From an optimization exercise on the open Yosys and OpenROAD flow, aimed at small area; shortcuts taken in it are not production practice. Only simulation tests tie the RTL to the original design; equivalence was not proved. In every run shown here, the design's own scripts or RTL, not TritonCTS, make the clock network. The clock input has no modelled driver; a real chip could not lean on it and would need a root buffer or a full tree. Power is estimated from default activity; no workload was simulated.

$ cat flow/design.v
`timescale 1ns / 1ps
module ATM(
    input            clk,
    input            rst,
    input  [1:0]     mode,
    input  [11:0]    keypad,
    input            load,
    output [2:0]     nstate,
    output           auth,
    output [7:0]     bal
);
    reg [2:0] st;
    reg       kv;           
    reg [1:0] ki;           
    reg [1:0] acc;          
    reg [7:0] nbal;         
    reg [7:0] db0, db1, db2, db3;
    assign bal    = ~nbal;
    assign nstate = {st[2] & ~st[1], st[1] & ~st[2], st[0]};
    assign auth   = st[2] | st[1];
    wire s_bal = st == 3'd3;
    wire s_wd  = st == 3'd4;
    wire s_tr  = st == 3'd5;
    wire [3:0] ka = keypad[11:8];
    wire [7:0] kp = keypad[7:0];
    wire m0 = keypad == 12'hA11;
    wire m1 = keypad == 12'hB22;
    wire m2 = keypad == 12'hC33;
    wire m3 = keypad == 12'hD44;
    reg [7:0] src, tgb;
    always @(*) begin
        case (acc)
            2'd0: src = db0;
            2'd1: src = db1;
            2'd2: src = db2;
            default: src = db3;
        endcase
    end
    wire       tv = ka[3] & (ka[2] ^ ka[1]);      
    wire [1:0] ti = {~ka[1], ka[0]};              
    always @(*) begin
        case (ti)
            2'd0: tgb = db0;
            2'd1: tgb = db1;
            2'd2: tgb = db2;
            default: tgb = db3;
        endcase
    end
    wire [7:0] amt  = kp & {8{st[2]}};
    wire [8:0] dif9 = {1'b0, src} - {1'b0, amt};
    wire [7:0] diff = dif9[7:0];
    wire       a_le = ~dif9[8];                   
    wire       a_nz = |kp;
    wire [8:0] sum9 = {1'b0, tgb} + {1'b0, kp};
    wire       s_ok = ~sum9[8] & ~(&sum9[7:0]);   
    wire ok_w = a_nz & a_le;
    wire ok_t = ok_w & tv & (ti != acc) & s_ok;
    wire do_w = s_wd & load & ok_w;
    wire do_t = s_tr & load & ok_t;
    wire we_s = do_w | do_t;      
    wire [3:0] sa  = {acc == 2'd3, acc == 2'd2, acc == 2'd1, acc == 2'd0};
    wire [3:0] ta  = {ti == 2'd3, ti == 2'd2, ti == 2'd1, ti == 2'd0};
    wire [3:0] wdv = {4{we_s}} & sa;
    wire [3:0] wsv = {4{do_t}} & ta;
    wire [3:0] sd = wdv & {4{~rst}};
    wire [3:0] ss = wsv & {4{~rst}};
    wire [3:0] sh = ~wdv & ~wsv & {4{~rst}};
    localparam [31:0] INIT = {8'd40, 8'd200, 8'd175, 8'd50};
    wire [31:0] dbq = {db3, db2, db1, db0};
    wire [31:0] dbd;
    genvar gi;
    generate for (gi = 0; gi < 32; gi = gi + 1) begin : g_db
        assign dbd[gi] = (INIT[gi] & rst) | (sd[gi/8] & diff[gi%8]) |
                         (ss[gi/8] & sum9[gi%8]) | (sh[gi/8] & dbq[gi]);
    end endgenerate
    always @(posedge clk) {db3, db2, db1, db0} <= dbd;
    always @(posedge clk) begin
        if (load) begin
            ki <= {m2 | m3, m1 | m3};
        end
        if (st == 3'd1 && kv)
            acc <= ki;
    end
    always @(posedge clk) begin
        if (rst) begin
            st   <= 3'd0;
            kv   <= 1'b0;
            nbal <= 8'hff;
        end else begin
            if (load)
                kv <= m0 | m1 | m2 | m3;
            case (st)
                3'd1: if (kv) st <= 3'd2;
                3'd2: st <= {mode[1], ~mode[1], mode[0]};
                3'd3: st <= 3'd2;
                3'd4, 3'd5: if (load) st <= we_s ? 3'd0 : 3'd6;
                default: st <= 3'd1;
            endcase
            if (s_bal | do_w) nbal <= ~diff;
        end
    end
endmodule
module seven_seg_display_bal(
    input            clk,
    input            rst,
    input      [7:0] bal,
    output reg [6:0] seg,
    output reg [3:0] an,
    output           dp
);
    assign dp = 1'b1;
    localparam [14:0] POL = 15'h2aaa;
    reg  [14:0] p;
    reg  [1:0]  dg;
    wire [14:0] lf   = p ^ POL;
    wire        z    = ~|lf[13:0];
    wire        wrap = lf[14] & z;          
    wire [14:0] lfn  = {lf[13:0], lf[14] ^ lf[13] ^ z};
    always @(posedge clk)
        if (rst) begin
            p  <= POL;
            dg <= 2'd0;
        end else begin
            p <= lfn ^ POL;
            if (wrap) dg <= dg + 2'd1;
        end
    function [3:0] a3;
        input [3:0] x;
        case (x)
            4'd5: a3 = 4'd8;
            4'd6: a3 = 4'd9;
            4'd7: a3 = 4'd10;
            4'd8: a3 = 4'd11;
            4'd9: a3 = 4'd12;
            default: a3 = x;
        endcase
    endfunction
    wire [3:0] c1 = a3({1'b0, bal[7:5]});
    wire [3:0] c2 = a3({c1[2:0], bal[4]});
    wire [3:0] c3 = a3({c2[2:0], bal[3]});
    wire [3:0] c4 = a3({1'b0, c1[3], c2[3], c3[3]});
    wire [3:0] c5 = a3({c3[2:0], bal[2]});
    wire [3:0] c6 = a3({c4[2:0], c5[3]});
    wire [3:0] c7 = a3({c5[2:0], bal[1]});
    wire [3:0] hundreds = {2'b0, c4[3], c6[3]};
    wire [3:0] tens     = {c6[2:0], c7[3]};
    wire [3:0] ones     = {c7[2:0], bal[0]};
    reg  [3:0] digit;
    always @(*) begin
        case (dg)
            2'b00: begin an = 4'b1110; digit = ones;     end
            2'b01: begin an = 4'b1101; digit = tens;     end
            2'b10: begin an = 4'b1011; digit = hundreds; end
            default: begin an = 4'b0111; digit = 4'd0;   end
        endcase
    end
    always @(*) begin
        case (digit)
            4'd0: seg = 7'b1000000;
            4'd1: seg = 7'b1111001;
            4'd2: seg = 7'b0100100;
            4'd3: seg = 7'b0110000;
            4'd4: seg = 7'b0011001;
            4'd5: seg = 7'b0010010;
            4'd6: seg = 7'b0000010;
            4'd7: seg = 7'b1111000;
            4'd8: seg = 7'b0000000;
            4'd9: seg = 7'b0010000;
            default: seg = 7'bxxxxxxx;
        endcase
    end
endmodule
`timescale 1ns / 1ps
module ATM_top(
    input        clk,         
    input        rst,         
    input  [1:0] mode,
    input  [11:0] keypad,
    input        load,
    output       auth,
    output [2:0] nstate,
    output [6:0] seg,
    output [3:0] an,
    output       dp
);
    wire [7:0] bal;
    ATM atm_fsm(
        .clk(clk),
        .rst(rst),
        .mode(mode),
        .keypad(keypad),
        .load(load),
        .auth(auth),
        .nstate(nstate),
        .bal(bal)
    );
    seven_seg_display_bal display_unit(
        .clk(clk),
        .rst(rst),
        .bal(bal),
        .seg(seg),
        .an(an),
        .dp(dp)
    );
endmodule
$ cat flow/flow/run.sh
#!/bin/bash
# Own layout flow: the standard synthesis, then the combinational logic
# between the (unchanged) flip-flops is re-mapped for area with a stronger ABC
# script, then the standard layout with small port buffers and a lighter
# clock tree. Each tool's output goes to a log file in the work folder.
set -euo pipefail
WORK=$(pwd)
FLOWDIR=$WORK/flow
YOSYS=${YOSYS_EXE:-/OpenROAD-flow-scripts/tools/install/yosys/bin/yosys}
R=$WORK/orfs/results/$FLOW_PLATFORM/ATM_top/base

# 1. standard synthesis, unchanged
bash standard.sh synth > $WORK/1_synth_standard.log 2>&1

# 2. re-map the combinational logic (flip-flops kept as they are): ABC's
#    deepsyn with several random seeds and two mappings, in rounds, each round
#    starting from the smallest netlist so far, until a round brings no
#    improvement; keep the smallest
LIBF=$FLOW_HOME/platforms/$FLOW_PLATFORM/lib/sky130_fd_sc_hd__tt_025C_1v80.lib
RM=$WORK/remap
mkdir -p $RM
cp $R/1_2_yosys.v $WORK/1_2_yosys_standard.v
remap_one() {  # round seed map
  local tag=r$1_s$2_m$3 amap="amap"
  [[ $3 == 2 ]] && amap="amap -x"
  echo "strash; &get -n; &deepsyn -T 10 -S $2; &put; dch -f; $amap; topo" > $RM/$tag.abc
  LIB=$LIBF TOP=$FLOW_TOP IN=$RM/in_r$1.v OUT=$RM/$tag.v ABCSCR=$RM/$tag.abc \
  DONT_USE="*lpflow* *probe*" timeout 600 $YOSYS -c $FLOWDIR/remap.tcl > $RM/$tag.log 2>&1 || true
}
export -f remap_one
export RM LIBF FLOW_TOP YOSYS FLOWDIR
best=$WORK/1_2_yosys_standard.v
besta=""
for round in 1 2 3 4 5; do
  prev=$besta
  cp $best $RM/in_r$round.v
  nseed=8; if [[ $round == 1 ]]; then nseed=24; fi
  for seed in $(seq 1 $nseed); do for m in 1 2; do echo "$round $seed $m"; done; done \
    | xargs -P ${NUM_CORES:-4} -L 1 bash -c 'remap_one $0 $1 $2'
  for f in $RM/r${round}_*.v.stat; do
    a=$(awk '/Chip area for module/ {print $NF}' $f)
    echo "$(basename $f .stat) $a" >> $WORK/1_remap_choice.log
  done
  # smallest candidate so far that is proven equivalent to the standard netlist
  for b in $(for f in $RM/r${round}_*.v.stat; do echo "$(awk '/Chip area for module/ {print $NF}' $f) ${f%.stat}"; done | sort -g | cut -d' ' -f2); do
    a=$(awk '/Chip area for module/ {print $NF}' $b.stat)
    if [[ -n "$besta" ]] && ! awk -v a="$a" -v b="$besta" 'BEGIN{exit !(a < b)}'; then break; fi
    if LIB=$LIBF TOP=$FLOW_TOP GOLD=$WORK/1_2_yosys_standard.v GATE=$b \
         timeout 900 $YOSYS -c $FLOWDIR/eq.tcl > $b.eq.log 2>&1; then
      best=$b
      besta=$a
      break
    fi
    echo "$b not proven equivalent" >> $WORK/1_remap_choice.log
  done
  echo "round $round best $best" >> $WORK/1_remap_choice.log
  # stop once a round brings no improvement
  if [[ "$besta" == "$prev" ]]; then break; fi
done
cp $best $WORK/1_2_yosys_remap.v
cp $best $R/1_2_yosys.v
rm -f $R/1_synth.odb $R/1_synth.sdc

# 3. standard floorplan and placement, with small port buffers
export BUFFER_PORTS_ARGS="-buffer_cell sky130_fd_sc_hd__buf_1"
bash standard.sh place > $WORK/2_place_standard.log 2>&1

# 4. clock distribution (flow/clock.tcl) in place of TritonCTS
RESULTS_DIR=$R LIB=$FLOW_HOME/platforms/$FLOW_PLATFORM/lib/sky130_fd_sc_hd__tt_025C_1v80.lib \
PLATFORM_DIR=$FLOW_HOME/platforms/$FLOW_PLATFORM CLOCK_PORT=clk \
CLKBUF_LIST="sky130_fd_sc_hd__clkbuf_4 sky130_fd_sc_hd__buf_6 sky130_fd_sc_hd__clkbuf_8 sky130_fd_sc_hd__buf_8 sky130_fd_sc_hd__buf_12 sky130_fd_sc_hd__clkbuf_16" SLEW_TARGET=0.112 NGROUP=4 \
  ${OPENROAD_EXE:-$FLOW_HOME/../tools/install/OpenROAD/bin/openroad} -no_init -exit $FLOWDIR/clock.tcl > $WORK/3_clock_openroad.log 2>&1

# 5. standard routing and finishing
bash standard.sh finish > $WORK/4_route_standard.log 2>&1
$ cat flow/flow/clock.tcl
# Clock distribution in place of TritonCTS: the flip-flops are split into
# NGROUP groups by position (halves by y, then by x), and the clock port
# drives one clock buffer per group, placed at the group's centre, which
# drives that group's clock pins. All groups get the same buffer: the
# smallest of CLKBUF_LIST whose clock-pin slew, estimated from placement,
# stays under SLEW_TARGET. No register's clock is made early or late on
# purpose. Then detailed placement and hold repair, as ORFS's cts step does.
set R $::env(RESULTS_DIR)
read_liberty $::env(LIB)
read_db $R/3_place.odb
read_sdc $R/3_place.sdc
source $::env(PLATFORM_DIR)/setRC.tcl
set block [ord::get_db_block]
set clk [$block findNet $::env(CLOCK_PORT)]
set master [[ord::get_db] findMaster [lindex $::env(CLKBUF_LIST) end]]
set sinks {}
foreach it [$clk getITerms] {
  set loc [[$it getInst] getLocation]
  lappend sinks [list $it [lindex $loc 0] [lindex $loc 1]]
}
proc split2 {l idx} {
  set l [lsort -integer -index $idx $l]
  set h [expr {[llength $l] / 2}]
  return [list [lrange $l 0 [expr {$h - 1}]] [lrange $l $h end]]
}
set groups [list $sinks]
set ng $::env(NGROUP)
set axis 1
while {[llength $groups] < $ng} {
  set new {}
  foreach g $groups { foreach h [split2 $g $axis] { lappend new $h } }
  set groups $new
  set axis [expr {3 - $axis}]
}
set k 0
foreach g $groups {
  set inst [odb::dbInst_create $block $master clkbuf_$k]
  set net [odb::dbNet_create $block clknet_$k]
  $net setSigType CLOCK
  set xs 0; set ys 0
  foreach s $g {
    set it [lindex $s 0]
    $it disconnect
    $it connect $net
    set xs [expr {$xs + [lindex $s 1]}]; set ys [expr {$ys + [lindex $s 2]}]
  }
  set n [llength $g]
  [$inst findITerm A] connect $clk
  [$inst findITerm X] connect $net
  $inst setLocation [expr {$xs / $n}] [expr {$ys / $n}]
  $inst setPlacementStatus PLACED
  puts "clock buffer clkbuf_$k drives $n sinks"
  incr k
}
set_propagated_clock [all_clocks]
detailed_placement

# smallest clock buffer (all groups alike) whose clock pins' slew, estimated
# from placement, stays under SLEW_TARGET (ns)
proc worst_clk_slew {} {
  estimate_parasitics -placement
  set worst 0.0
  foreach pin [get_pins -hierarchical */CLK] {
    foreach e {rise fall} { foreach a {min max} {
      set s [get_property $pin slew_${a}_$e]
      if {$s > $worst} { set worst $s }
    }}
  }
  return $worst
}
set chosen ""
foreach b $::env(CLKBUF_LIST) {
  set m [[ord::get_db] findMaster $b]
  for {set i 0} {$i < $k} {incr i} { [$block findInst clkbuf_$i] swapMaster $m }
  set w [worst_clk_slew]
  puts "clock buffer $b: worst clock pin slew $w"
  set chosen $b
  if {$w <= $::env(SLEW_TARGET)} { break }
}
puts "clock buffer chosen: $chosen"
detailed_placement
estimate_parasitics -placement
repair_timing -hold -setup_margin 0 -hold_margin 0
detailed_placement
check_placement
write_db $R/4_1_cts.odb
write_db $R/4_cts.odb
write_sdc $R/4_cts.sdc
$ cat flow/flow/eq.tcl
# Equivalence of two mapped netlists (GOLD, GATE) of TOP, flip-flops paired by
# name; exits with an error unless every output and flip-flop input is proven.
yosys -import
set lib $::env(LIB)
read_liberty -ignore_miss_func $lib
read_verilog $::env(GOLD)
hierarchy -top $::env(TOP)
yosys rename $::env(TOP) gold
flatten gold
design -stash g
read_liberty -ignore_miss_func $lib
read_verilog $::env(GATE)
hierarchy -top $::env(TOP)
yosys rename $::env(TOP) gate
flatten gate
design -stash t
design -copy-from g -as gold gold
design -copy-from t -as gate gate
equiv_make gold gate eq
hierarchy -top eq
equiv_simple -seq 2
equiv_induct
equiv_status -assert
$ cat flow/flow/remap.tcl
# Re-map the combinational logic of a mapped netlist; sequential cells are
# black boxes, so every flip-flop keeps its instance name and cell type.
yosys -import
set lib $::env(LIB)
read_liberty -ignore_miss_func $lib
read_verilog $::env(IN)
hierarchy -top $::env(TOP)
blackbox sky130_fd_sc_hd__*df* sky130_fd_sc_hd__conb_1
flatten
# names made from flattened cells' pins are hidden so the netlist's own net
# names are kept
yosys rename -hide w:_*_.*
opt_clean
set dus {}
foreach c $::env(DONT_USE) { lappend dus -dont_use $c }
abc -liberty $lib {*}$dus -script $::env(ABCSCR)
opt_clean -purge
hilomap -singleton -hicell sky130_fd_sc_hd__conb_1 HI -locell sky130_fd_sc_hd__conb_1 LO
splitnets
opt_clean -purge
insbuf -buf sky130_fd_sc_hd__buf_1 A X

tee -o $::env(OUT).stat stat -liberty $lib
write_verilog -noattr -noexpr -nohex -nodec $::env(OUT)
$ cat flow/standard.sh
#!/bin/bash
# synth_recipe.tcl (not shown) runs the flow's synth.tcl, then flattens the netlist and writes it again
# the make line also repeats each setting of config.mk as NAME=value (left out here)
make -C /OpenROAD-flow-scripts/flow DESIGN_CONFIG=/design/flow/config.mk WORK_HOME=/design/flow/orfs CLKGATE_MAP_FILE= SYNTH_SCRIPT=/design/flow/synth_recipe.tcl "${@:-finish}"
$ cat flow/config.mk
export PLATFORM = sky130hd
export DESIGN_NAME = ATM_top
export DESIGN_NICKNAME = ATM_top
export VERILOG_FILES = /design/flow/design.v
export SDC_FILE = /design/flow/constraint.sdc
export NUM_CORES = 4
export LEC_CHECK = 0
export ABC_AREA = 1
export CAP_MARGIN = 20
export CORE_MARGIN = 2
export CORE_UTILIZATION = 55
export GPL_TIMING_DRIVEN = 0
export PLACE_DENSITY = 0.7
export SLEW_MARGIN = 20
$ cat flow/constraint.sdc
create_clock -name core_clock -period 10.0 [get_ports {clk}]
set_input_delay 2.0000 -clock core_clock [delete_from_list [all_inputs] [get_ports {clk}]]
set_output_delay 2.0000 -clock core_clock [all_outputs]
set_load 0.01 [all_outputs]
==> results by group, run 1 <==
Finish
  – Antenna Cells: 0
  – Fin area: 3820 um2
  – Share of post-route cells with drive strength above 1: 0.933%
  – Area Growth Syn to Fin: 7.58%
  – Final #Nets: 555
  – Fill cell count: 597

Synthesis
  – Mean Syn Cell Area: 7.08 um2
  – Post-synth net total: 518
  – Post-Syn Area: 3550 um2
  – Synth Warn #: 2
  – Synth Instances: 501

Power
  – Lkg Pwr: 1.33 nW
  – Max VDD drop: 0.131 mV
  – Total power: 0.490 mW
  – Cell area power density: 128 nW/um2

Global routing
  – All-Layer GR Usage: 29.6%
  – Total global routing overflow: 0
  – First-pass GRT wire length: 17300 um
  – Initial antenna violation count: 0
  – Largest net degree at the start of global routing: 30
  – Vias in the first global route: 3503

Critical path
  – Critical Path Source Type: input port
  – Critical Path RT: 10070 ps
  – Critical path type: input port to flop
  – Arrival time worst endpoint: 7490 ps
  – Crit path capture type: flop
  – Crit path max fanout: 8

STA
  – Final Hold Viols: 0
  – Setup TNS: 0 ps
  – Slew HR: 32.5%
  – # setup viols final: 0
  – Min Tclk post-route: 7430 ps
  – Period utilization: 74.3%
  – Max Clock Freq: 135 MHz
  – Skew final: 18.4 ps
  – Slew Viols, Final: 0
  – Slew @ Worst Pin: 1000 ps
  – RSZ-0062 raised after global routing: no

Drt
  – Final wirelength: 10600 um
  – Post-DRT Antenna Nets: 0
  – Initial DRC count: 381
  – Routed via count: 3857
  – Routed wire per std cell: 17.3 um
  – Post-DR vias/cell: 6.29
  – Number of remaining DRC errors: 0
  – Initial DRT Pass Iterations: 6

Clock tree
  – Clock Latency Late Sink: 170 ps
  – CTS clock-pin slew for the worst setup and hold paths: 110 ps

Floorplan
  – I/O pin cnt: 33
  – Initial Utilization: 56.5%
  – Die H: 84.3 um
  – Die width: 84.3 um
  – Core Area: 6280 um2
  – Die Area: 7110 um2
  – Core Rows: 29

Job
  – Max_cap viols: 0

Place
  – Final HPWL DP: 7810 um
  – Port buffer count: 31
  – Area after DPL: 3760 um2
  – Placer Congestion: 0.937

Run status
  – Status: no timing/DRC/antenna violations

Worst hold path
  – Worst hold path type: flop to flop
==> layout by cell type (no fill, tap or decap) <==
cell / instances
or2_0: 3
or4b_1: 1
nor3_1: 12
dfxtp_1: 61
o32ai_1: 3
buf_2: 1
nand2_1: 72
nor4b_1: 1
a31oi_1: 4
a311oi_1: 2
o21bai_1: 1
a221oi_1: 1
and3_1: 2
o21a_1: 3
a211oi_1: 5
and4_1: 1
o2111ai_1: 1
clkinv_1: 46
nand4bb_1: 1
nand4_1: 2
o221ai_1: 27
and2_0: 2
o21ai_0: 50
nor4_1: 6
nor2b_1: 4
clkbuf_8: 4
nand3_1: 17
a21o_1: 1
nor2_1: 92
buf_1: 31
or3_1: 1
a21oi_1: 27
edfxtp_1: 4
or4_1: 1
o22a_1: 10
a221o_1: 1
o22ai_1: 33
conb_1: 1
o211ai_1: 1
==> report_power, final <==
group | internal [mW] | switching [mW]
clock network | 0.0373 | 0.0688
logic | 0.0314 | 0.0752
registers | 0.270 | 0.00689
==> flip-flops by register name (all words and copies together), names as in the netlist <==
register / flops
atm_fsm.st: 3
display_unit.dg: 2
atm_fsm.db0: 8
atm_fsm.db1: 8
atm_fsm.kv: 1
atm_fsm.acc: 2
display_unit.p: 15
atm_fsm.db2: 8
atm_fsm.nbal: 8
atm_fsm.ki: 2
atm_fsm.db3: 8
==> layout make-up <==
type | instances | area (um2) | share of cell area [%]
flip-flops and latches | 65 | 1340 | 35.1
well taps | 77 | 96.3 | 2.52
multi-input cells | 389 | 2030 | 53.2
repair buffers | 31 | 118 | 3.08
plain buffers | 5 | 58.8 | 1.54
inverters | 46 | 173 | 4.52
==> stage by stage <==
step	cells	hold slack (ps)	util, %	setup WS (ps)
2_1_floorplan	501	361	-	3880
3_3_place_gp	609	365	59.9	2550
3_5_place_dp	609	370	59.9	2430
5_1_grt	613	400	60.8	1750
6_report	613	389	60.8	2570
==> path summary, 6_finish.rpt <==
kind	from	to	slack (ps)	cells after the start
hold reg to reg	display_unit.p[2]	display_unit.p[3]	390	1
setup / recovery	keypad[0]	atm_fsm.db0[3]	2570	28
hold / removal	display_unit.p[2]	display_unit.p[3]	390	1
setup reg to reg	atm_fsm.acc[1]	atm_fsm.db0[3]	3700	28
==> critical path: stages <==
cell	delay (ps)
buf_1	220
clkinv_1	140
nor2_1	190
nand2_1	150
nand2_1	100
o21ai_0	110
o21ai_0	220
nor2_1	90
a21oi_1	200
a21oi_1	110
o21ai_0	260
o21ai_0	170
o21ai_0	300
o21ai_0	170
nand2_1	100
o21ai_0	110
o21ai_0	400
o21ai_0	210
o21ai_0	220
nor2_1	100
a211oi_1	200
o21ai_0	150
nor4_1	310
clkinv_1	260
nor2_1	190
clkinv_1	130
and3_1	310
a221o_1	380
==> layer usage <==
metal	global-route usage (%)	wire, um	part of all wire (%)
met3	2.36	867	8.2
met2	47.6	4690	44
met1	43.5	4780	45
met4	6.74	258	2.4
met5	0	0	0
==> run 2: changes to the inputs <==
--- a/flow/config.mk
+++ b/flow/config.mk
@@ -8,7 +8,7 @@
 export ABC_AREA = 1
 export CAP_MARGIN = 20
 export CORE_MARGIN = 2
-export CORE_UTILIZATION = 55
+export CORE_UTILIZATION = 40
 export GPL_TIMING_DRIVEN = 0
-export PLACE_DENSITY = 0.7
+export PLACE_DENSITY = 0.9
 export SLEW_MARGIN = 20
==> results by group, run 2 <==
Finish
  – Post-layout util: 44.5% (was 60.8%)
  – Antenna Cells: 0 (unchanged)
  – Largest register by flop count: display_unit.p (unchanged)
  – Max reg flops: 15 (unchanged)
  – Most frequent cells in the layout: 92 x nor2_1, 72 x nand2_1, 61 x dfxtp_1, 50 x o21ai_0, 46 x clkinv_1 (unchanged)
  – Area Growth Syn to Fin: 8.82% (was 7.58%)
  – Commonest non-fill, non-tap cell in the layout: nor2_1 (unchanged)
  – Final #Nets: 555 (unchanged)
  – Share of post-route cells with drive strength above 1: 1.12% (was 0.933%)

Global routing
  – All-Layer GR Usage: 21.3% (was 29.6%)
  – First-pass GRT wire length: 17500 um (was 17300 um)
  – Largest net degree at the start of global routing: 30 (unchanged)
  – Initial antenna violation count: 0 (unchanged)
  – Vias in the first global route: 3843 (was 3503)
  – Total global routing overflow: 0 (unchanged)

Drt
  – Post-DR vias/cell: 6.33 (was 6.29)
  – Number of remaining DRC errors: 0 (unchanged)
  – Routed via count: 4076 (was 3857)
  – Initial DRT Pass Iterations: 8 (was 6)
  – Post-DRT Antenna Nets: 0 (unchanged)
  – Initial DRC count: 606 (was 381)
  – Final wirelength: 10800 um (was 10600 um)
  – Routed wire per std cell: 16.7 um (was 17.3 um)

STA
  – Post-layout worst setup margin: 2660 ps (was 2570 ps)
  – Worst hold slack: 394 ps (was 389 ps)
  – RSZ-0062 raised after global routing: no (unchanged)
  – Min Tclk post-route: 7340 ps (was 7430 ps)
  – # setup viols final: 0 (unchanged)
  – Max Clock Freq: 136 MHz (was 135 MHz)
  – Skew final: 13.9 ps (was 18.4 ps)
  – Period utilization: 73.4% (was 74.3%)
  – Slew HR: 42.3% (was 32.5%)
  – Slew Viols, Final: 0 (unchanged)
  – Slew @ Worst Pin: 862 ps (was 1000 ps)
  – Setup TNS: 0 ps (unchanged)
  – Final Hold Viols: 0 (unchanged)

Power
  – Cell area power density: 126 nW/um2 (was 128 nW/um2)
  – Total power: 0.488 mW (was 0.490 mW)
  – Lkg Pwr: 1.34 nW (was 1.33 nW)
  – Max VDD drop: 0.0738 mV (was 0.131 mV)

Place
  – Final HPWL DP: 7820 um (was 7810 um)
  – Placer Congestion: 1.01 (was 0.937)
  – Setup WS pre-CTS: 2640 ps (was 2430 ps)
  – Port buffer count: 31 (unchanged)

Critical path
  – Slowest cell delay on critical path: 380 ps (was 400 ps)
  – Critical Path Source Type: input port (unchanged)
  – Reg2reg end: atm_fsm.db1[0] (was atm_fsm.db0[3])
  – Crit path capture type: flop (unchanged)
  – Arrival time worst endpoint: 7410 ps (was 7490 ps)
  – CP bufs+invs: 4 (unchanged)
  – Top Family by Delay on Critical Path: compound AO/OA/AOI/OAI gates (unchanged)
  – Most used cell, CP: o21ai_0 (unchanged)
  – RR Startpoint: atm_fsm.acc[0] (was atm_fsm.acc[1])
  – Crit path max fanout: 5 (was 8)
  – Number of cells on the worst reg-to-reg path: 30 (was 28)
  – Critical Path RT: 10070 ps (about the same)
  – Worst R2R Setup Slack: 3830 ps (was 3700 ps)
  – Critical path type: input port to flop (unchanged)
  – Worst-path cell with the longest stage delay: nor2_1 (was o21ai_0)

Synthesis
  – Mean Syn Cell Area: 7.08 um2 (unchanged)
  – Synth Warn #: 2 (unchanged)
  – Post-synth net total: 518 (unchanged)
  – Synth Instances: 501 (unchanged)
  – Post-Syn Area: 3550 um2 (unchanged)

Floorplan
  – I/O pin cnt: 33 (unchanged)
  – Die width: 98.2 um (was 84.3 um)
  – Initial Utilization: 40.9% (was 56.5%)
  – Die H: 98.2 um (was 84.3 um)
  – Core Area: 8680 um2 (was 6280 um2)
  – Core Rows: 34 (was 29)
  – Die Area: 9640 um2 (was 7110 um2)

Worst hold path
  – Hold wc startpoint: display_unit.p[6] (was display_unit.p[2])
  – Min-Delay Endpoint: display_unit.p[7] (was display_unit.p[3])
  – Hold Path Cell Cnt: 1 (unchanged)
  – Worst hold path type: flop to flop (unchanged)

Job
  – Max_cap viols: 0 (unchanged)

Clock tree
  – Clock Latency Late Sink: 160 ps (was 170 ps)
  – CTS clock-pin slew for the worst setup and hold paths: 90 ps (was 110 ps)

Run status
  – Status: no timing/DRC/antenna violations (unchanged)
## run 2: worst reg2reg max path: cells and delay by family (launching register included)
family / cells / cell delay, ps
AND/OR/NAND/NOR: 8 / 1480
AO/OA/AOI/OAI: 19 / 3510
buffers and inverters: 3 / 620
flip-flops: 1 / 450
## run 2: through the flow
stage          area, um2  std cells
2_1_floorplan       3550        501
3_3_place_gp        3800        640
3_5_place_dp        3800        640
5_1_grt             3860        644
6_report            3860        644
## run 2: how the worst max path moves through the flow
stage                           to  cells after the start  startpoint
floorplan           atm_fsm.db0[3]                     27   keypad[0]
global placement    atm_fsm.db1[2]                     26   keypad[0]
detailed placement  atm_fsm.db1[2]                     26   keypad[0]
global route        atm_fsm.db1[4]                     30   keypad[0]
finish              atm_fsm.db1[0]                     29   keypad[0]
## run 2: per-layer routing
layer / vias to the layer above / GRT usage [%] / part of all wire [%]
met5: - / 0 / 0
met4: 0 / 8.75 / 4.6
met3: 72 / 3.08 / 12
met2: 270 / 34.5 / 44
met1: 1814 / 28.7 / 39
li1: 1920 / - / -
## run 2: report_power, final
group          internal (mW)  switching (mW)  total, mW
registers              0.270         0.00711      0.277
logic                 0.0315          0.0756      0.107
clock network         0.0372          0.0665      0.104
## run 2: area by class of cell
| type | count | area, um2 |
|---|---|---|
| Sequential cell | 65 | 1340 |
| Inverter | 46 | 173 |
| Fill cell | 884 | 4820 |
| Tap cell | 108 | 135 |
| Buffer | 5 | 58.8 |
| Multi-Input combinational cell | 389 | 2040 |
| Timing Repair Buffer | 31 | 118 |
==> run 3: changes to the inputs <==
--- a/flow/config.mk
+++ b/flow/config.mk
@@ -10,5 +10,5 @@
 export CORE_MARGIN = 2
 export CORE_UTILIZATION = 40
 export GPL_TIMING_DRIVEN = 0
-export PLACE_DENSITY = 0.9
+export PLACE_DENSITY = 0.6
 export SLEW_MARGIN = 20
==> results by group, run 3 <==
Critical path
  – Number of cells on the worst reg-to-reg path: 29 (was 30)
  – Worst R2R Setup Slack: 3730 ps (was 3830 ps)
  – RR Startpoint: atm_fsm.acc[0] (unchanged)
  – Critical Path Source Type: input port (unchanged)
  – Critical path type: input port to flop (unchanged)
  – Arrival time worst endpoint: 7440 ps (was 7410 ps)
  – Critical Path RT: 10020 ps (was 10070 ps)
  – Crit path capture type: flop (unchanged)
  – Crit path max fanout: 8 (was 5)
  – Reg2reg end: atm_fsm.db0[3] (was atm_fsm.db1[0])

Synthesis
  – Post-Syn Area: 3550 um2 (unchanged)
  – Mean Syn Cell Area: 7.08 um2 (unchanged)
  – Post-synth net total: 518 (unchanged)
  – Synth Instances: 501 (unchanged)
  – Synth Warn #: 2 (unchanged)

Finish
  – Share of post-route cells with drive strength above 1: 1.12% (unchanged)
  – Largest register by flop count: display_unit.p (unchanged)
  – Commonest non-fill, non-tap cell in the layout: nor2_1 (unchanged)
  – Most frequent cells in the layout: 92 x nor2_1, 72 x nand2_1, 61 x dfxtp_1, 50 x o21ai_0, 46 x clkinv_1 (unchanged)
  – Final #Nets: 555 (unchanged)
  – Post-layout util: 44.6% (was 44.5%)
  – Reg area: 1340 um2 (unchanged)
  – Fill cell count: 901 (was 884)
  – Max reg flops: 15 (unchanged)
  – Area occupied by multi-input gates: 2040 um2 (unchanged)
  – Area Growth Syn to Fin: 8.96% (was 8.82%)
  – Antenna Cells: 0 (unchanged)

Global routing
  – Vias in the first global route: 3594 (was 3843)
  – All-Layer GR Usage: 22.9% (was 21.3%)
  – Initial antenna violation count: 0 (unchanged)
  – Largest net degree at the start of global routing: 30 (unchanged)
  – First-pass GRT wire length: 18300 um (was 17500 um)
  – Total global routing overflow: 0 (unchanged)

Clock tree
  – CTS clock-pin slew for the worst setup and hold paths: 90 ps (about the same)
  – Clock Latency Late Sink: 140 ps (was 160 ps)

Drt
  – Initial DRC count: 329 (was 606)
  – Number of remaining DRC errors: 0 (unchanged)
  – Post-DRT Antenna Nets: 0 (unchanged)
  – Final wirelength: 11300 um (was 10800 um)
  – Initial DRT Pass Iterations: 5 (was 8)
  – Routed wire per std cell: 17.5 um (was 16.7 um)
  – Routed via count: 3927 (was 4076)
  – Post-DR vias/cell: 6.10 (was 6.33)

Power
  – Max VDD drop: 0.0810 mV (was 0.0738 mV)
  – Lkg Pwr: 1.34 nW (about the same)
  – Switching Share: 30.6% (about the same)
  – Share of total power in the clock network: 23.0% (was 21.2%)
  – Flop pwr share: 55.4% (was 56.8%)
  – Gate power share: 21.6% (was 21.9%)
  – Internal Power: 0.348 mW (was 0.339 mW)
  – Cell area power density: 130 nW/um2 (was 126 nW/um2)
  – Total power: 0.501 mW (was 0.488 mW)
  – P_sw: 0.153 mW (was 0.149 mW)

Floorplan
  – Initial Utilization: 40.9% (unchanged)
  – Die Area: 9640 um2 (unchanged)
  – Core Rows: 34 (unchanged)
  – Die H: 98.2 um (unchanged)
  – Die width: 98.2 um (unchanged)
  – Core Area: 8680 um2 (unchanged)
  – I/O pin cnt: 33 (unchanged)

STA
  – RSZ-0062 raised after global routing: no (unchanged)
  – Max Clock Freq: 135 MHz (was 136 MHz)
  – Slew HR: 40.4% (was 42.3%)
  – Slew @ Worst Pin: 884 ps (was 862 ps)
  – Final Hold Viols: 0 (unchanged)
  – Skew final: 16.7 ps (was 13.9 ps)
  – # setup viols final: 0 (unchanged)
  – Setup TNS: 0 ps (unchanged)
  – Min Tclk post-route: 7420 ps (was 7340 ps)
  – Period utilization: 74.2% (was 73.4%)
  – Slew Viols, Final: 0 (unchanged)

Worst hold path
  – Min-Delay Endpoint: display_unit.p[3] (was display_unit.p[7])
  – Hold wc startpoint: display_unit.p[2] (was display_unit.p[6])
  – Hold Path Cell Cnt: 1 (unchanged)
  – Worst hold path type: flop to flop (unchanged)

Job
  – Max_cap viols: 0 (unchanged)

Place
  – Final HPWL DP: 8170 um (was 7820 um)
  – Port buffer count: 31 (unchanged)
  – Placer Congestion: 0.888 (was 1.01)

Run status
  – Status: no timing/DRC/antenna violations (unchanged)
==> run 3: how the worst max path moves through the flow <==
stage | depth (start not counted) | endpoint | slack [ps] | startpoint
after global placement | 26 | atm_fsm.db1[2] | 2610 | keypad[0]
after global routing | 30 | atm_fsm.db0[3] | 1980 | keypad[0]
after detailed placement | 28 | atm_fsm.db1[2] | 2550 | keypad[0]
after floorplan | 27 | atm_fsm.db0[3] | 3880 | keypad[0]
final | 28 | atm_fsm.db0[3] | 2580 | keypad[0]
==> run 3: layout make-up <==
| type | count | share of cell area, % |
|---|---|---|
| Buffer | 5 | 1.65 |
| Sequential cell | 65 | 34.7 |
| Inverter | 46 | 4.47 |
| Timing Repair Buffer | 31 | 3.04 |
| Tap cell | 108 | 3.50 |
| Multi-Input combinational cell | 389 | 52.7 |
==> run 3: layer usage <==
metal | vias to the layer above | wire length (um) | GRT usage (%)
li1 | 1919 | - | -
met1 | 1772 | 4870 | 32.3
met2 | 209 | 5090 | 36.8
met3 | 27 | 1060 | 2.29
met4 | 0 | 278 | 7.59
met5 | - | 0 | 0
==> run 3: worst max-delay path, stage by stage <==
cell and delay, ps:
buf_1 230, clkinv_1 160, nor2_1 170, nand2_1 140
nand2_1 100, o21ai_0 110, o21ai_0 230, nor2_1 90
a21oi_1 200, a21oi_1 130, nand2_1 80, o21ai_0 120
o21ai_0 290, o21ai_0 190, o21ai_0 270, o21ai_0 180
o21ai_0 330, o21ai_0 200, o21ai_0 220, nor2_1 100
a211oi_1 160, o21ai_0 140, nor4_1 300, clkinv_1 220
nor2_1 230, clkinv_1 140, and3_1 310, a221o_1 400
==> run 3: power by group through the flow <==
| stage | registers, mW | logic [mW] | clock network (mW) |
|---|---|---|---|
| after floorplan | 0.281 | 0.0718 | 0 |
| after global placement | 0.283 | 0.103 | 0 |
| after detailed placement | 0.283 | 0.105 | 0 |
| after global routing | 0.278 | 0.119 | 0.126 |
| final | 0.277 | 0.108 | 0.115 |
==> run 3: metrics by stage <==
step / cells / instance area [um2] / hold WS [ps] / setup WS [ps]
after floorplan: 501 / 3550 / 361 / 3880
after global placement: 640 / 3800 / 365 / 2610
after detailed placement: 640 / 3800 / 370 / 2550
after global routing: 644 / 3870 / 401 / 1980
final: 644 / 3870 / 392 / 2580
==> run 4: changes to the inputs <==
--- a/flow/config.mk
+++ b/flow/config.mk
@@ -10,5 +10,5 @@
 export CORE_MARGIN = 2
 export CORE_UTILIZATION = 40
 export GPL_TIMING_DRIVEN = 0
-export PLACE_DENSITY = 0.6
+export PLACE_DENSITY = 0.8
 export SLEW_MARGIN = 20
==> results by group, run 4 <==
Run status
  – Status: no timing/DRC/antenna violations (unchanged)

Finish
  – Share of post-route cells with drive strength above 1: 0.933% (was 1.12%)
  – Antenna Cells: 0 (unchanged)
  – Final #Nets: 555 (unchanged)
  – Area Growth Syn to Fin: 8.67% (was 8.96%)
  – Commonest non-fill, non-tap cell in the layout: nor2_1 (unchanged)
  – Max reg flops: 15 (unchanged)
  – Largest register by flop count: display_unit.p (unchanged)
  – Most frequent cells in the layout: 92 x nor2_1, 72 x nand2_1, 61 x dfxtp_1, 50 x o21ai_0, 46 x clkinv_1 (unchanged)

Synthesis
  – Post-synth net total: 518 (unchanged)
  – Synth Instances: 501 (unchanged)
  – Synth Warn #: 2 (unchanged)
  – Mean Syn Cell Area: 7.08 um2 (unchanged)
  – Post-Syn Area: 3550 um2 (unchanged)

Drt
  – Post-DRT Antenna Nets: 0 (unchanged)
  – Top Metal Used: met4 (unchanged)
  – Initial DRT Pass Iterations: 5 (unchanged)
  – Final wirelength: 11200 um (was 11300 um)
  – M1 wire length: 4570 um (was 4870 um)
  – Routed via count: 4017 (was 3927)
  – Initial DRC count: 478 (was 329)
  – Number of remaining DRC errors: 0 (unchanged)
  – Routed wire per std cell: 17.4 um (was 17.5 um)
  – Met3 WL: 1130 um (was 1060 um)
  – Post-DR vias/cell: 6.24 (was 6.10)
  – Met2 WL: 5060 um (was 5090 um)

Critical path
  – Worst-path cell with the longest stage delay: nor3_1 (was a221o_1)
  – Reg2reg end: atm_fsm.db1[2] (was atm_fsm.db0[3])
  – Critical Path RT: 10080 ps (was 10020 ps)
  – Critical Path Source Type: input port (unchanged)
  – Crit path capture type: flop (unchanged)
  – RR Startpoint: atm_fsm.acc[0] (unchanged)
  – Number of cells on the worst reg-to-reg path: 29 (unchanged)
  – Worst R2R Setup Slack: 3610 ps (was 3730 ps)
  – Crit path max fanout: 7 (was 8)
  – Arrival time worst endpoint: 7640 ps (was 7440 ps)
  – Critical path type: input port to flop (unchanged)
  – Slowest cell delay on critical path: 930 ps (was 400 ps)
  – Most used cell, CP: o21ai_0 (unchanged)

Global routing
  – First-pass GRT wire length: 18200 um (was 18300 um)
  – Largest net degree at the start of global routing: 30 (unchanged)
  – All-Layer GR Usage: 22.5% (was 22.9%)
  – Vias in the first global route: 3772 (was 3594)
  – Initial antenna violation count: 0 (unchanged)
  – Total global routing overflow: 0 (unchanged)

STA
  – Setup TNS: 0 ps (unchanged)
  – Final Hold Viols: 0 (unchanged)
  – Skew final: 8.73 ps (was 16.7 ps)
  – Post-layout worst setup margin: 2430 ps (was 2580 ps)
  – Min Tclk post-route: 7570 ps (was 7420 ps)
  – RSZ-0062 raised after global routing: no (unchanged)
  – Period utilization: 75.7% (was 74.2%)
  – # setup viols final: 0 (unchanged)
  – Slew HR: 19.0% (was 40.4%)
  – Max Clock Freq: 132 MHz (was 135 MHz)
  – Slew @ Worst Pin: 1210 ps (was 884 ps)
  – Slew Viols, Final: 0 (unchanged)

Worst hold path
  – Hold Path Cell Cnt: 1 (unchanged)
  – Min-Delay Endpoint: display_unit.p[3] (unchanged)
  – Worst hold path type: flop to flop (unchanged)
  – Hold wc startpoint: display_unit.p[2] (unchanged)

Floorplan
  – Initial Utilization: 40.9% (unchanged)
  – Die Area: 9640 um2 (unchanged)
  – Die H: 98.2 um (unchanged)
  – Core Area: 8680 um2 (unchanged)
  – I/O pin cnt: 33 (unchanged)
  – Die width: 98.2 um (unchanged)
  – Core Rows: 34 (unchanged)

Clock tree
  – CTS clock-pin slew for the worst setup and hold paths: 100 ps (was 90 ps)
  – Clock Latency Late Sink: 160 ps (was 140 ps)

Place
  – Final HPWL DP: 8050 um (was 8170 um)
  – Setup WS pre-CTS: 2560 ps (was 2550 ps)
  – Placer Congestion: 1.02 (was 0.888)
  – Port buffer count: 31 (unchanged)

Job
  – Max_cap viols: 0 (unchanged)

Power
  – Max VDD drop: 0.0780 mV (was 0.0810 mV)
  – Lkg Pwr: 1.33 nW (was 1.34 nW)
  – Cell area power density: 127 nW/um2 (was 130 nW/um2)
-- run 4: cell count changes in the layout (fill, tap and decap cells not counted), sizes merged --
cell	before	now
buf	36	32
clkbuf	0	4
-- run 4: power breakdown --
| group | internal (mW) | switching (mW) |
|---|---|---|
| registers | 0.270 | 0.00735 |
| logic | 0.0314 | 0.0757 |
| clock network | 0.0372 | 0.0682 |
-- run 4: stage by stage --
stage	util [%]	instances	hold slack [ps]	power, mW	instance area [um2]
2_1_floorplan	-	501	361	0.353	3550
3_5_place_dp	43.8	640	369	0.386	3800
5_1_grt	44.4	644	418	0.510	3860
6_report	44.4	644	392	0.490	3860
3_3_place_gp	43.8	640	367	0.383	3800
-- run 4: worst max-delay path by stage --
stage              start              to  slack [ps]
6_report       keypad[0]  atm_fsm.db1[2]        2430
5_1_grt        keypad[0]  atm_fsm.db0[3]        1890
3_5_place_dp   keypad[0]  atm_fsm.db1[2]        2560
3_3_place_gp   keypad[0]  atm_fsm.db1[2]        2680
2_1_floorplan  keypad[0]  atm_fsm.db0[3]        3880
-- run 4: critical path: cells and delay by family --
family / cells / cell delay, ps
AO/OA/AOI/OAI: 15 / 2900
buffers and inverters: 2 / 400
AND/OR/NAND/NOR: 11 / 2350
-- run 4: final cells by class --
class | count | area, um2
Tap cell | 108 | 135
Inverter | 46 | 173
Buffer | 5 | 58.8
Fill cell | 896 | 4820
Sequential cell | 65 | 1340
Multi-Input combinational cell | 389 | 2030
Timing Repair Buffer | 31 | 118
-- run 4: metal layers --
| layer | global-route usage [%] | vias to the layer above |
|---|---|---|
| met3 | 2.65 | 47 |
| met1 | 29.6 | 1808 |
| met5 | 0 | - |
| met4 | 7.06 | 0 |
| met2 | 38.7 | 238 |
| li1 | - | 1924 |
==> run 5: changes to the inputs <==
--- a/flow/config.mk
+++ b/flow/config.mk
@@ -6,9 +6,9 @@
 export NUM_CORES = 4
 export LEC_CHECK = 0
 export ABC_AREA = 1
-export CAP_MARGIN = 20
+export CAP_MARGIN = 0
 export CORE_MARGIN = 2
 export CORE_UTILIZATION = 40
 export GPL_TIMING_DRIVEN = 0
 export PLACE_DENSITY = 0.8
-export SLEW_MARGIN = 20
+export SLEW_MARGIN = 0
==> results by group, run 5 <==
Global routing
  – First-pass GRT wire length: 18000 um (was 18200 um)
  – Vias in the first global route: 3784 (was 3772)
  – Total global routing overflow: 0 (unchanged)
  – All-Layer GR Usage: 22.3% (was 22.5%)
  – Largest net degree at the start of global routing: 30 (unchanged)
  – Initial antenna violation count: 0 (unchanged)

Power
  – Lkg Pwr: 1.33 nW (about the same)
  – Cell area power density: 126 nW/um2 (was 127 nW/um2)
  – Max VDD drop: 0.0738 mV (was 0.0780 mV)

STA
  – Skew final: 8.85 ps (was 8.73 ps)
  – Min Tclk post-route: 7550 ps (was 7570 ps)
  – Slew Viols, Final: 0 (unchanged)
  – Period utilization: 75.5% (was 75.7%)
  – Setup TNS: 0 ps (unchanged)
  – Final Hold Viols: 0 (unchanged)
  – RSZ-0062 raised after global routing: no (unchanged)
  – # setup viols final: 0 (unchanged)
  – Max Clock Freq: 133 MHz (was 132 MHz)
  – Slew HR: 3.65% (was 19.0%)
  – Slew @ Worst Pin: 1450 ps (was 1210 ps)

Critical path
  – Arrival time worst endpoint: 7610 ps (was 7640 ps)
  – Crit path max fanout: 7 (unchanged)
  – Critical path type: input port to flop (unchanged)
  – Worst-path cell with the longest stage delay: nor3_1 (unchanged)
  – Most used cell, CP: o21ai_0 (unchanged)
  – Slowest cell delay on critical path: 920 ps (was 930 ps)
  – Critical Path RT: 10070 ps (was 10080 ps)
  – Crit path capture type: flop (unchanged)
  – Critical Path Source Type: input port (unchanged)

Finish
  – Share of post-route cells with drive strength above 1: 0.746% (was 0.933%)
  – Largest register by flop count: display_unit.p (unchanged)
  – Antenna Cells: 0 (unchanged)
  – Max reg flops: 15 (unchanged)
  – Fill cell count: 890 (was 896)
  – Area Growth Syn to Fin: 8.64% (was 8.67%)
  – Commonest non-fill, non-tap cell in the layout: nor2_1 (unchanged)
  – Final #Nets: 555 (unchanged)
  – Most frequent cells in the layout: 92 x nor2_1, 72 x nand2_1, 61 x dfxtp_1, 50 x o21ai_0, 46 x clkinv_1 (unchanged)
  – Fin area: 3850 um2 (was 3860 um2)

Drt
  – Post-DRT Antenna Nets: 0 (unchanged)
  – Routed wire per std cell: 17.3 um (was 17.4 um)
  – Initial DRT Pass Iterations: 6 (was 5)
  – Routed via count: 4013 (was 4017)
  – Final wirelength: 11100 um (was 11200 um)
  – Initial DRC count: 469 (was 478)
  – Post-DR vias/cell: 6.23 (was 6.24)
  – Number of remaining DRC errors: 0 (unchanged)

Place
  – Area after DPL: 3800 um2 (about the same)
  – Placer Congestion: 1.02 (unchanged)
  – Final HPWL DP: 8010 um (was 8050 um)
  – Port buffer count: 31 (unchanged)

Clock tree
  – CTS clock-pin slew for the worst setup and hold paths: 100 ps (about the same)
  – Clock Latency Late Sink: 160 ps (about the same)

Floorplan
  – Core Area: 8680 um2 (unchanged)
  – I/O pin cnt: 33 (unchanged)
  – Die width: 98.2 um (unchanged)
  – Initial Utilization: 40.9% (unchanged)
  – Core Rows: 34 (unchanged)
  – Die Area: 9640 um2 (unchanged)
  – Die H: 98.2 um (unchanged)

Job
  – Max_cap viols: 0 (unchanged)

Run status
  – Status: no timing/DRC/antenna violations (unchanged)

Synthesis
  – Post-Syn Area: 3550 um2 (unchanged)
  – Synth Warn #: 2 (unchanged)
  – Mean Syn Cell Area: 7.08 um2 (unchanged)
  – Post-synth net total: 518 (unchanged)
  – Synth Instances: 501 (unchanged)

Worst hold path
  – Worst hold path type: flop to flop (unchanged)
## run 5: power by group
group | internal, mW | switching, mW | leakage, nW | total (mW)
clock network | 0.0372 | 0.0657 | 0.0288 | 0.103
logic | 0.0314 | 0.0755 | 0.769 | 0.107
registers | 0.270 | 0.00713 | 0.535 | 0.277
total | 0.339 | 0.148 | 1.33 | 0.487
## run 5: worst paths after layout
check	startpoint	endpoint	slack (ps)	depth (start not counted)
max	keypad[0]	atm_fsm.db1[2]	2450	28
min	display_unit.p[2]	display_unit.p[3]	390	1
max reg2reg	atm_fsm.acc[0]	atm_fsm.db1[2]	3650	29
min reg2reg	display_unit.p[2]	display_unit.p[3]	390	1
## run 5: stage by stage
step                hold slack, ps  total power [mW]  instances  worst slack [ps]  utilization (%)
global route                   415             0.511        644              1850             44.4
detailed placement             369             0.386        640              2530             43.8
floorplan                      361             0.353        501              3880                -
finish                         391             0.487        644              2450             44.4
global placement               367             0.383        640              2680             43.8
## run 5: cell type report
class / count / area, um2 / area share [%]
multi-input cells: 389 / 2030 / 52.7
flip-flops and latches: 65 / 1340 / 34.8
inverters: 46 / 173 / 4.48
well taps: 108 / 135 / 3.51
repair buffers: 31 / 116 / 3.02
plain buffers: 5 / 58.8 / 1.53
## run 5: critical path: cells and delay by family
family / cells / cell delay (ps)
compound gates: 15 / 2780
simple gates: 11 / 2440
buf+inv: 2 / 400
## run 5: metal layers
metal	track usage [%]	routed length, um	part of all wire [%]	vias to the layer above
met1	29.0	4440	40	1778
met2	38.6	5020	45	254
li1	-	-	-	1923
met5	0	0	0	-
met3	2.65	1270	11	58
met4	7.27	418	3.8	0
==> run 6: changes to the inputs <==
--- a/flow/design.v
+++ b/flow/design.v
@@ -37,7 +37,7 @@
         endcase
     end
     wire       tv = ka[3] & (ka[2] ^ ka[1]);      
-    wire [1:0] ti = {~ka[1], ka[0]};              
+    wire [1:0] ti = ka[1:0];                      
     always @(*) begin
         case (ti)
             2'd0: tgb = db0;
@@ -65,7 +65,7 @@
     wire [3:0] sd = wdv & {4{~rst}};
     wire [3:0] ss = wsv & {4{~rst}};
     wire [3:0] sh = ~wdv & ~wsv & {4{~rst}};
-    localparam [31:0] INIT = {8'd40, 8'd200, 8'd175, 8'd50};
+    localparam [31:0] INIT = {8'd175, 8'd50, 8'd40, 8'd200};    
     wire [31:0] dbq = {db3, db2, db1, db0};
     wire [31:0] dbd;
     genvar gi;
@@ -76,7 +76,7 @@
     always @(posedge clk) {db3, db2, db1, db0} <= dbd;
     always @(posedge clk) begin
         if (load) begin
-            ki <= {m2 | m3, m1 | m3};
+            ki <= keypad[9:8];
         end
         if (st == 3'd1 && kv)
             acc <= ki;
--- a/flow/config.mk
+++ b/flow/config.mk
@@ -6,9 +6,9 @@
 export NUM_CORES = 4
 export LEC_CHECK = 0
 export ABC_AREA = 1
-export CAP_MARGIN = 0
+export CAP_MARGIN = 20
 export CORE_MARGIN = 2
 export CORE_UTILIZATION = 40
 export GPL_TIMING_DRIVEN = 0
 export PLACE_DENSITY = 0.8
-export SLEW_MARGIN = 0
+export SLEW_MARGIN = 20
==> results by group, run 6 <==
Run status
  – Status: no timing/DRC/antenna violations (unchanged)

Finish
  – Largest register by flop count: display_unit.p (unchanged)
  – Most frequent cells in the layout: 104 x nor2_1, 61 x dfxtp_1, 58 x nand2_1, 52 x clkinv_1, 51 x o21ai_0 (was 92 x nor2_1, 72 x nand2_1, 61 x dfxtp_1, 50 x o21ai_0, 46 x clkinv_1)
  – Antenna Cells: 0 (unchanged)
  – Commonest non-fill, non-tap cell in the layout: nor2_1 (unchanged)
  – Share of post-route cells with drive strength above 1: 0.943% (was 0.746%)
  – Area Growth Syn to Fin: 8.71% (was 8.64%)
  – Final #Nets: 549 (was 555)
  – Max reg flops: 15 (unchanged)

Critical path
  – Critical Path Source Type: input port (unchanged)
  – Critical path type: input port to flop (unchanged)
  – RR Startpoint: atm_fsm.acc[1] (was atm_fsm.acc[0])
  – Arrival time worst endpoint: 7860 ps (was 7610 ps)
  – Crit path max fanout: 9 (was 7)
  – Worst-path cell with the longest stage delay: a2111oi_0 (was nor3_1)
  – Worst R2R Setup Slack: 3110 ps (was 3650 ps)
  – Critical Path RT: 10050 ps (was 10070 ps)
  – Number of cells on the worst reg-to-reg path: 28 (was 29)
  – Slowest cell delay on critical path: 690 ps (was 920 ps)
  – Most used cell, CP: nand2_1 (was o21ai_0)
  – Reg2reg end: atm_fsm.db1[3] (was atm_fsm.db1[2])
  – Crit path capture type: flop (unchanged)

STA
  – Slew @ Worst Pin: 1070 ps (was 1450 ps)
  – RSZ-0062 raised after global routing: no (unchanged)
  – Min Tclk post-route: 7810 ps (was 7550 ps)
  – Slew Viols, Final: 0 (unchanged)
  – Period utilization: 78.1% (was 75.5%)
  – # setup viols final: 0 (unchanged)
  – Final Hold Viols: 0 (unchanged)
  – Slew HR: 28.0% (was 3.65%)
  – Max Clock Freq: 128 MHz (was 133 MHz)
  – Skew final: 9.01 ps (was 8.85 ps)
  – Setup TNS: 0 ps (unchanged)

Global routing
  – Largest net degree at the start of global routing: 36 (was 30)
  – Vias in the first global route: 3606 (was 3784)
  – Total global routing overflow: 0 (unchanged)
  – First-pass GRT wire length: 17800 um (was 18000 um)
  – Initial antenna violation count: 0 (unchanged)
  – All-Layer GR Usage: 22.2% (was 22.3%)

Floorplan
  – Die width: 98.0 um (was 98.2 um)
  – Die H: 98.0 um (was 98.2 um)
  – Core Area: 8640 um2 (was 8680 um2)
  – Die Area: 9600 um2 (was 9640 um2)
  – I/O pin cnt: 33 (unchanged)
  – Core Rows: 34 (unchanged)
  – Initial Utilization: 40.9% (about the same)

Power
  – Cell area power density: 129 nW/um2 (was 126 nW/um2)
  – Gate power share: 22.7% (was 21.9%)
  – Switching Share: 30.9% (was 30.5%)
  – Lkg Pwr: 1.30 nW (was 1.33 nW)
  – Max VDD drop: 0.0531 mV (was 0.0738 mV)
  – Internal Power: 0.342 mW (was 0.339 mW)
  – Flop pwr share: 56.4% (was 56.9%)
  – P_sw: 0.153 mW (was 0.148 mW)
  – Share of total power in the clock network: 20.9% (was 21.1%)
  – Total power: 0.495 mW (was 0.487 mW)

Place
  – Final HPWL DP: 8310 um (was 8010 um)
  – Port buffer count: 31 (unchanged)
  – Placer Congestion: 0.962 (was 1.02)

Drt
  – Final wirelength: 11200 um (was 11100 um)
  – Initial DRC count: 486 (was 469)
  – Routed wire per std cell: 17.5 um (was 17.3 um)
  – Post-DRT Antenna Nets: 0 (unchanged)
  – Routed via count: 4006 (was 4013)
  – Number of remaining DRC errors: 0 (unchanged)
  – Initial DRT Pass Iterations: 5 (was 6)
  – Post-DR vias/cell: 6.28 (was 6.23)

Synthesis
  – Synth Instances: 495 (was 501)
  – Synth Warn #: 2 (unchanged)
  – Mean Syn Cell Area: 7.14 um2 (was 7.08 um2)
  – Post-synth net total: 512 (was 518)
  – Post-Syn Area: 3530 um2 (was 3550 um2)

Worst hold path
  – Min-Delay Endpoint: display_unit.p[9] (was display_unit.p[3])
  – Hold Path Cell Cnt: 1 (unchanged)
  – Hold wc startpoint: display_unit.p[8] (was display_unit.p[2])
  – Worst hold path type: flop to flop (unchanged)

Job
  – Max_cap viols: 0 (unchanged)

Clock tree
  – CTS clock-pin slew for the worst setup and hold paths: 90 ps (was 100 ps)
  – Clock Latency Late Sink: 160 ps (about the same)
-- run 6: area by class of cell --
cell class / count / area (um2)
Inverter: 52 / 195
Sequential cell: 65 / 1340
Multi-Input combinational cell: 377 / 1990
Tap cell: 108 / 135
Timing Repair Buffer: 31 / 118
Buffer: 5 / 58.8
Fill cell: 867 / 4790
-- run 6: stage by stage --
step	std cells	hold slack [ps]	worst slack (ps)	util, %	cell area (um2)
floorplan	495	361	4060	-	3530
global placement	634	368	2300	43.8	3780
detailed placement	634	371	2310	43.8	3790
global route	638	413	1750	44.5	3840
finish	638	392	2190	44.5	3840
-- run 6: critical path: cells and delay by family --
kind / cells / cell delay, ps
AOI/OAI and AO/OA: 11 / 2420
buffers and inverters: 5 / 1130
and+or+nand+nor: 13 / 2300
-- run 6: power groups by stage --
stage / registers, mW / logic (mW) / clock network (mW)
global placement: 0.284 / 0.104 / 0
global route: 0.280 / 0.123 / 0.115
finish: 0.279 / 0.112 / 0.104
floorplan: 0.283 / 0.0742 / 0
detailed placement: 0.285 / 0.107 / 0
-- run 6: how the worst max path moves through the flow --
stage | start | end | slack (ps) | depth (start not counted)
floorplan | keypad[0] | atm_fsm.db1[2] | 4060 | 26
global placement | keypad[9] | atm_fsm.db2[3] | 2300 | 30
detailed placement | keypad[9] | atm_fsm.db2[4] | 2310 | 30
global route | keypad[9] | atm_fsm.db1[3] | 1750 | 29
finish | keypad[8] | atm_fsm.db1[3] | 2190 | 29
-- run 6: routing by layer --
layer	vias up	global-route usage (%)	routed length, um
met4	0	7.59	312
li1	1885	-	-
met2	237	36.7	5140
met1	1847	29.8	4670
met3	37	3.15	1040
met5	-	0	0
==> run 7: changes to the inputs <==
--- a/flow/config.mk
+++ b/flow/config.mk
@@ -6,9 +6,9 @@
 export NUM_CORES = 4
 export LEC_CHECK = 0
 export ABC_AREA = 1
-export CAP_MARGIN = 20
+export CAP_MARGIN = 0
 export CORE_MARGIN = 2
 export CORE_UTILIZATION = 40
 export GPL_TIMING_DRIVEN = 0
 export PLACE_DENSITY = 0.8
-export SLEW_MARGIN = 20
+export SLEW_MARGIN = 0
==> results by group, run 7 <==
Floorplan
  – Core Rows: 34 (unchanged)
  – Core Area: 8640 um2 (unchanged)
  – Initial Utilization: 40.9% (unchanged)
  – I/O pin cnt: 33 (unchanged)
  – Die Area: 9600 um2 (unchanged)
  – Die H: 98.0 um (unchanged)
  – Die width: 98.0 um (unchanged)

Critical path
  – Worst R2R Setup Slack: 3110 ps (about the same)
  – Worst-path cell with the longest stage delay: a2111oi_0 (unchanged)
  – Critical Path RT: 10050 ps (about the same)
  – Critical Path Source Type: input port (unchanged)
  – Crit path capture type: flop (unchanged)
  – Most used cell, CP: nand2_1 (unchanged)
  – Reg2reg end: atm_fsm.db1[3] (unchanged)
  – Slowest cell delay on critical path: 690 ps (about the same)
  – Number of cells on the worst reg-to-reg path: 28 (unchanged)
  – Critical path type: input port to flop (unchanged)
  – Crit path max fanout: 9 (unchanged)
  – Arrival time worst endpoint: 7860 ps (about the same)
  – RR Startpoint: atm_fsm.acc[1] (unchanged)

Drt
  – Initial DRC count: 486 (unchanged)
  – Post-DRT Antenna Nets: 0 (unchanged)
  – M1 wire length: 4670 um (unchanged)
  – Met3 WL: 1040 um (unchanged)
  – Top Metal Used: met4 (unchanged)
  – Initial DRT Pass Iterations: 5 (unchanged)
  – Post-DR vias/cell: 6.28 (unchanged)
  – Routed via count: 4006 (unchanged)
  – Met2 WL: 5140 um (unchanged)
  – Routed wire per std cell: 17.5 um (unchanged)
  – Final wirelength: 11200 um (unchanged)
  – Number of remaining DRC errors: 0 (unchanged)

Worst hold path
  – Min-Delay Endpoint: display_unit.p[9] (unchanged)
  – Worst hold path type: flop to flop (unchanged)
  – Hold Path Cell Cnt: 1 (unchanged)
  – Hold wc startpoint: display_unit.p[8] (unchanged)

Power
  – Cell area power density: 129 nW/um2 (unchanged)
  – Total power: 0.495 mW (unchanged)
  – Max VDD drop: 0.0531 mV (unchanged)
  – Lkg Pwr: 1.30 nW (unchanged)

STA
  – Final Hold Viols: 0 (unchanged)
  – Slew @ Worst Pin: 1070 ps (unchanged)
  – Period utilization: 78.1% (unchanged)
  – # setup viols final: 0 (unchanged)
  – Post-layout worst setup margin: 2190 ps (unchanged)
  – Skew final: 9.01 ps (unchanged)
  – Min Tclk post-route: 7810 ps (unchanged)
  – Slew Viols, Final: 0 (unchanged)
  – Max Clock Freq: 128 MHz (unchanged)
  – Slew HR: 28.0% (unchanged)
  – Setup TNS: 0 ps (unchanged)
  – RSZ-0062 raised after global routing: no (unchanged)

Synthesis
  – Post-synth net total: 512 (unchanged)
  – Post-Syn Area: 3530 um2 (unchanged)
  – Mean Syn Cell Area: 7.14 um2 (unchanged)
  – Synth Instances: 495 (unchanged)
  – Synth Warn #: 2 (unchanged)

Global routing
  – Vias in the first global route: 3606 (unchanged)
  – Total global routing overflow: 0 (unchanged)
  – Initial antenna violation count: 0 (unchanged)
  – All-Layer GR Usage: 22.2% (unchanged)
  – Largest net degree at the start of global routing: 36 (unchanged)
  – First-pass GRT wire length: 17800 um (unchanged)

Place
  – Final HPWL DP: 8310 um (unchanged)
  – Port buffer count: 31 (unchanged)
  – Placer Congestion: 0.962 (unchanged)
  – Placed cells: 634 (unchanged)
  – Setup WS pre-CTS: 2310 ps (unchanged)

Finish
  – Max reg flops: 15 (unchanged)
  – Largest register by flop count: display_unit.p (unchanged)
  – Area Growth Syn to Fin: 8.71% (unchanged)
  – Final #Nets: 549 (unchanged)
  – Most frequent cells in the layout: 104 x nor2_1, 61 x dfxtp_1, 58 x nand2_1, 52 x clkinv_1, 51 x o21ai_0 (unchanged)
  – Non-filler cells in the finished layout: 638 (unchanged)
  – Antenna Cells: 0 (unchanged)
  – Commonest non-fill, non-tap cell in the layout: nor2_1 (unchanged)
  – Fill cell count: 867 (unchanged)
  – Share of post-route cells with drive strength above 1: 0.943% (unchanged)
  – Post-layout util: 44.5% (unchanged)

Job
  – Max_cap viols: 0 (unchanged)

Clock tree
  – Clock Latency Late Sink: 160 ps (about the same)
  – CTS clock-pin slew for the worst setup and hold paths: 90 ps (about the same)

Run status
  – Status: no timing/DRC/antenna violations (unchanged)
-- run 7: worst max-delay path by stage --
stage / endpoint / slack [ps] / start / cells past startpoint
2_1_floorplan: atm_fsm.db1[2] / 4060 / keypad[0] / 26
3_3_place_gp: atm_fsm.db2[3] / 2300 / keypad[9] / 30
3_5_place_dp: atm_fsm.db2[4] / 2310 / keypad[9] / 30
5_1_grt: atm_fsm.db1[3] / 1750 / keypad[9] / 29
6_report: atm_fsm.db1[3] / 2190 / keypad[8] / 29
-- run 7: report_power, final --
group / total [mW] / internal, mW / switching, mW
Sequential: 0.279 / 0.271 / 0.00760
Combinational: 0.112 / 0.0332 / 0.0790
Clock: 0.104 / 0.0372 / 0.0665
Total: 0.495 / 0.342 / 0.153
-- run 7: final cells by class --
cell class / count / area (um2) / area share (%)
Inverter: 52 / 195 / 5.08
Sequential cell: 65 / 1340 / 34.9
Timing Repair Buffer: 31 / 118 / 3.06
Multi-Input combinational cell: 377 / 1990 / 51.9
Buffer: 5 / 58.8 / 1.53
Tap cell: 108 / 135 / 3.52
-- run 7: metrics by stage --
| step | instance area, um2 | hold slack [ps] |
|---|---|---|
| 2_1_floorplan | 3530 | 361 |
| 3_3_place_gp | 3780 | 368 |
| 3_5_place_dp | 3790 | 371 |
| 5_1_grt | 3840 | 413 |
| 6_report | 3840 | 392 |
-- run 7: critical path, delay by kind of cell --
kind | cells | cell delay, ps
AO/OA/AOI/OAI | 11 | 2420
AND/OR/NAND/NOR | 13 | 2300
buffers and inverters | 5 | 1130
-- run 7: per-layer routing --
layer / global-route usage, % / vias to the layer above
met5: 0 / -
met3: 3.15 / 37
met1: 29.8 / 1847
met4: 7.59 / 0
li1: - / 1885
met2: 36.7 / 237

==> what the ideal ports hide <==
The flow's constraints put no driver on any port. The routed layouts listed below were extracted and timed again, unchanged, in two steps.
Step 1 sets driving cells, clkbuf_16 on the clock port and buf_2 on the other inputs (assumed; they add their load-dependent delay and slew).
Step 2 adds t to the input delays and takes it off the output delays; t is the mean of the earliest and latest rising clock arrival at the registers after step 1. Input paths then give back, and output paths get back, about the clock's delay inside the block.
Slacks: no drivers / after step 1 / after step 2; pairs: no drivers / after step 1.
run | t, ns | setup slack, ns | worst setup path at the end | clock arrival spread, ns | worst register clock-pin slew, ns
run 1 | 0.214 | 2.574 / 2.611 / 2.397 | input to register | 0.018 / 0.019 | 0.11 / 0.11
run 2 | 0.217 | 2.663 / 2.692 / 2.475 | input to register | 0.014 / 0.014 | 0.11 / 0.11
run 3 | 0.204 | 2.581 / 2.632 / 2.428 | input to register | 0.017 / 0.017 | 0.11 / 0.11
run 4 | 0.217 | 2.435 / 2.470 / 2.253 | input to register | 0.011 / 0.011 | 0.11 / 0.11
run 5 | 0.218 | 2.454 / 2.494 / 2.276 | input to register | 0.009 / 0.010 | 0.10 / 0.10
run 6 | 0.220 | 2.189 / 2.228 / 2.009 | input to register | 0.010 / 0.009 | 0.10 / 0.10
run 7 | 0.220 | 2.189 / 2.228 / 2.009 | input to register | 0.010 / 0.009 | 0.10 / 0.10
After both steps every run listed still meets setup and hold. For run 2, which loses most, drivers alone change the setup slack by +0.029 ns; drivers and shift together by -0.188 ns.
